Source: an optimization exercise on an open RTL-to-GDS flow (aim: small area). Production flows keep margins and buffers that such runs may drop. In this exercise RTL edits were held to simulation tests only and were not proved equivalent to the original. Power figures rest on the tool's default switching activity, not on a simulated workload.

== exp/garnet ==
Design Top_1553B_APB, start of the top module:
module Top_1553B_APB
(
  APB_CLK,
  APB_RESETn,
  APB_RDATA,
  APB_READY,
  APB_SLVERR,
  APB_STRB,
  APB_PROT,
  APB_ADDR,
  APB_ENABLE,
  APB_WRITE,
  APB_WDATA,
  APB_SEL,
  rx0_1553,
  tx0_1553,
  tx0_en,
  rx1_1553,
  tx1_1553,
  tx1_en
);
==> flow/config.mk <==
export PLATFORM = sky130hd
export DESIGN_NAME = Top_1553B_APB
export DESIGN_NICKNAME = Top_1553B_APB
export VERILOG_FILES = /design/flow/design.v
export SDC_FILE = /design/flow/constraint.sdc
export NUM_CORES = 4
export LEC_CHECK = 0
export CAP_MARGIN = 20
export CORE_MARGIN = 2
export CORE_UTILIZATION = 70
export CTS_BUF_LIST = sky130_fd_sc_hd__clkbuf_8
export CTS_CLUSTER_DIAMETER = 60
export CTS_CLUSTER_SIZE = 16
export SLEW_MARGIN = 20
==> flow/constraint.sdc <==
create_clock -name core_clock -period 10.0 [get_ports {APB_CLK}]
set_input_delay 2.0000 -clock core_clock [delete_from_list [all_inputs] [get_ports {APB_CLK}]]
set_output_delay 2.0000 -clock core_clock [all_outputs]
set_load 0.01 [all_outputs]
standard.sh (not shown) runs the stock make flow with config.mk's settings and CLKGATE_MAP_FILE= SYNTH_SCRIPT=/design/flow/synth_recipe.tcl, a recipe that flattens the netlist after the stock synthesis.
==> flow/flow/run.sh <==
#!/bin/bash
set -euo pipefail
W=$(pwd)

# synthesis script: the standard flow's, with the ABC call pointed at the area script
{
  cat <<'TCL'
proc abc {args} {
  set i [lsearch -exact $args -script]
  if {$i >= 0} { lset args [expr {$i + 1}] $::env(AREA_ABC_SCRIPT) }
  yosys abc {*}$args
}
TCL
  cat "$W/synth_recipe.tcl"
} > "$W/area_synth.tcl"
export AREA_ABC_SCRIPT="$W/flow/area.script"

CTS="-sink_clustering_enable -repair_clock_nets -sink_clustering_size 16 -sink_clustering_max_diameter 60 -buf_list sky130_fd_sc_hd__clkbuf_8 -dont_use_dummy_load"
sed -E "s#SYNTH_SCRIPT=[^ ]+#SYNTH_SCRIPT=$W/area_synth.tcl 'BUFFER_PORTS_ARGS=-buffer_cell sky130_fd_sc_hd__buf_1' 'CTS_ARGS=$CTS'#" "$W/standard.sh" > "$W/area_standard.sh"
grep -q "SYNTH_SCRIPT=$W/area_synth.tcl" "$W/area_standard.sh"

bash "$W/area_standard.sh" > "$W/flow_make.log" 2>&1
==> flow/flow/area.script <==
strash
&get -n
&st
&dch
&nf -R 100 -C 32 -F 8
&st
&dch
&nf -R 100 -C 32 -F 8
&put
topo
exp/garnet ended with every stage complete and zero timing, DRC or antenna violations.
Changes in exp/juniper relative to exp/garnet:
diff --git a/flow/flow/run.sh b/flow/flow/run.sh
--- a/flow/flow/run.sh
+++ b/flow/flow/run.sh
@@ -17,3 +17,3 @@
 
-CTS="-sink_clustering_enable -repair_clock_nets -sink_clustering_size 16 -sink_clustering_max_diameter 60 -buf_list sky130_fd_sc_hd__clkbuf_8 -dont_use_dummy_load"
+CTS="-sink_clustering_enable -repair_clock_nets -sink_clustering_size 12 -sink_clustering_max_diameter 50 -buf_list sky130_fd_sc_hd__clkbuf_8 -dont_use_dummy_load"
 sed -E "s#SYNTH_SCRIPT=[^ ]+#SYNTH_SCRIPT=$W/area_synth.tcl 'BUFFER_PORTS_ARGS=-buffer_cell sky130_fd_sc_hd__buf_1' 'CTS_ARGS=$CTS'#" "$W/standard.sh" > "$W/area_standard.sh"
[summary]
Going from exp/garnet to exp/juniper, achievable clock frequency moved down; met2 routed wirelength moved up; utilization of the core after routing moved up; clock slew seen by the registers of the worst setup and hold paths moved down; total power density per cell area moved up.
Of exp/garnet and exp/juniper, the run reporting the lower area growth from synthesis to layout was exp/garnet.
Lower worst-case setup margin in the final layout was reported by exp/juniper, not exp/garnet.
Lower count of clock-buffer cells in the layout goes to exp/garnet over exp/juniper.
Summary: final non-filler cell area, exp/juniper worse than exp/garnet
Here is what was changed in the inputs of exp/willow compared with exp/juniper.
Settings: putting PLACE_DENSITY at 0.8 where nothing was set.
diff --git a/flow/flow/run.sh b/flow/flow/run.sh
--- a/flow/flow/run.sh
+++ b/flow/flow/run.sh
@@ -17,3 +17,3 @@
 
-CTS="-sink_clustering_enable -repair_clock_nets -sink_clustering_size 12 -sink_clustering_max_diameter 50 -buf_list sky130_fd_sc_hd__clkbuf_8 -dont_use_dummy_load"
+CTS="-sink_clustering_enable -repair_clock_nets -sink_clustering_size 18 -sink_clustering_max_diameter 65 -buf_list sky130_fd_sc_hd__clkbuf_8 -dont_use_dummy_load"
 sed -E "s#SYNTH_SCRIPT=[^ ]+#SYNTH_SCRIPT=$W/area_synth.tcl 'BUFFER_PORTS_ARGS=-buffer_cell sky130_fd_sc_hd__buf_1' 'CTS_ARGS=$CTS'#" "$W/standard.sh" > "$W/area_standard.sh"
Findings:
- In exp/willow, the share of the clock period used by the worst path came out 1.7 points below the value in exp/juniper.
- exp/willow vs. exp/juniper: achievable clock frequency climbed 4.7 MHz, power density relative to cell area dropped 9.5 nW/um2, part of the power in the clock network dropped 4.1 points.
- exp/willow ended with less HPWL after detailed placement than exp/juniper.
- The final reports for exp/willow and exp/juniper show final net count lower in the former.
- From exp/juniper to exp/willow the numbers moved as follows: peak supply drop has increased; via count has remained practically unchanged.
- CoreOne_inst.decoder_fifo.ha[3]$_SDFFE_PN0N_ as the first element of the critical path was reported by exp/juniper, and CoreOne_inst.decoder_fifo.tb[1]$_SDFFE_PN0N_ by exp/willow.
Modified inputs, exp/lagoon compared to exp/willow
Settings: PLACE_DENSITY no longer set, was 0.8.
==> comparison <==
exp/lagoon -> exp/willow: final setup slack of the worst path flat
Multi-input combinational area share: exp/lagoon vs exp/willow — no meaningful difference
Between exp/lagoon and exp/willow, the difference in final area is negligible.
On multi-input logic area, exp/lagoon and exp/willow are basically level.
Total inserted antenna cells in exp/lagoon is 1 higher than in exp/willow
Input-level comparison between exp/yarrow and exp/lagoon:
diff --git a/flow/flow/run.sh b/flow/flow/run.sh
--- a/flow/flow/run.sh
+++ b/flow/flow/run.sh
@@ -17,3 +17,3 @@
 
-CTS="-sink_clustering_enable -repair_clock_nets -sink_clustering_size 18 -sink_clustering_max_diameter 65 -buf_list sky130_fd_sc_hd__clkbuf_8 -dont_use_dummy_load"
+CTS="-sink_clustering_enable -repair_clock_nets -sink_clustering_size 20 -sink_clustering_max_diameter 70 -buf_list sky130_fd_sc_hd__clkbuf_8 -dont_use_dummy_load"
 sed -E "s#SYNTH_SCRIPT=[^ ]+#SYNTH_SCRIPT=$W/area_synth.tcl 'BUFFER_PORTS_ARGS=-buffer_cell sky130_fd_sc_hd__buf_1' 'CTS_ARGS=$CTS'#" "$W/standard.sh" > "$W/area_standard.sh"
Results
Fraction of synthesis flops using an asynchronous set or reset pin: exp/yarrow vs exp/lagoon identical. exp/yarrow vs exp/lagoon: first-pass GRT wire length down. exp/yarrow vs exp/lagoon: cell-internal power down. Looking at exp/lagoon and exp/yarrow, the combined global-route utilization of all metal layers is a wash. exp/lagoon → exp/yarrow: post-layout instance count excluding filler cells stayed essentially flat, routed wire length saw a decrease.
The following lists how exp/indigo was set up differently from exp/yarrow:
Settings: PLACE_DENSITY now 0.8, previously not set.
diff --git a/flow/flow/run.sh b/flow/flow/run.sh
--- a/flow/flow/run.sh
+++ b/flow/flow/run.sh
@@ -17,3 +17,3 @@
 
-CTS="-sink_clustering_enable -repair_clock_nets -sink_clustering_size 20 -sink_clustering_max_diameter 70 -buf_list sky130_fd_sc_hd__clkbuf_8 -dont_use_dummy_load"
+CTS="-sink_clustering_enable -repair_clock_nets -sink_clustering_size 20 -sink_clustering_max_diameter 55 -buf_list sky130_fd_sc_hd__clkbuf_8 -dont_use_dummy_load"
 sed -E "s#SYNTH_SCRIPT=[^ ]+#SYNTH_SCRIPT=$W/area_synth.tcl 'BUFFER_PORTS_ARGS=-buffer_cell sky130_fd_sc_hd__buf_1' 'CTS_ARGS=$CTS'#" "$W/standard.sh" > "$W/area_standard.sh"
Results
Across both runs, via count was higher for exp/indigo than for exp/yarrow. Diff exp/yarrow -> exp/indigo | met3 routed wirelength | increase of about 2.4%. Both conditions hold for exp/indigo: the flow ran to the end and the final layout passed the timing, DRC and antenna checks. Worst reg-to-reg setup slack (lower): exp/yarrow. Diff exp/indigo..exp/yarrow | utilization after layout | negligible. [compare] base=exp/yarrow new=exp/indigo: relative slew slack up 2.0 points; design area flat; wire length flat.

==> separate check: timing with driven ports <==
No port has a modelled driver above. Below, the same layouts with a new extraction and two added sets of constraints.
Step 1 assumes that a clkbuf_16 drives the clock port and a buf_2 every other input.
Step 2 times the ports against the registers' clock, not the clock port: input delays grow and output delays shrink by t, the midpoint of the rising clock arrivals with the driver on.
Slacks: ideal ports / drivers / drivers and shift; pairs: ideal ports / drivers.
| run | t (ns) | setup WS [ns] | worst setup path after step 2 |
|---|---|---|---|
| exp/garnet | 0.730 | 4.032 / 3.975 / 4.264 | input to output |
| exp/juniper | 0.820 | 3.929 / 3.876 / 4.248 | input to output |
| exp/willow | 0.749 | 4.097 / 4.040 / 4.433 | input to output |
| exp/lagoon | 0.740 | 4.094 / 4.040 / 4.303 | input to output |
| exp/yarrow | 0.731 | 4.104 / 4.048 / 4.312 | input to output |
| exp/indigo | 0.740 | 4.045 / 3.984 / 4.410 | input to output |
After both steps setup and hold are still met in every run listed.
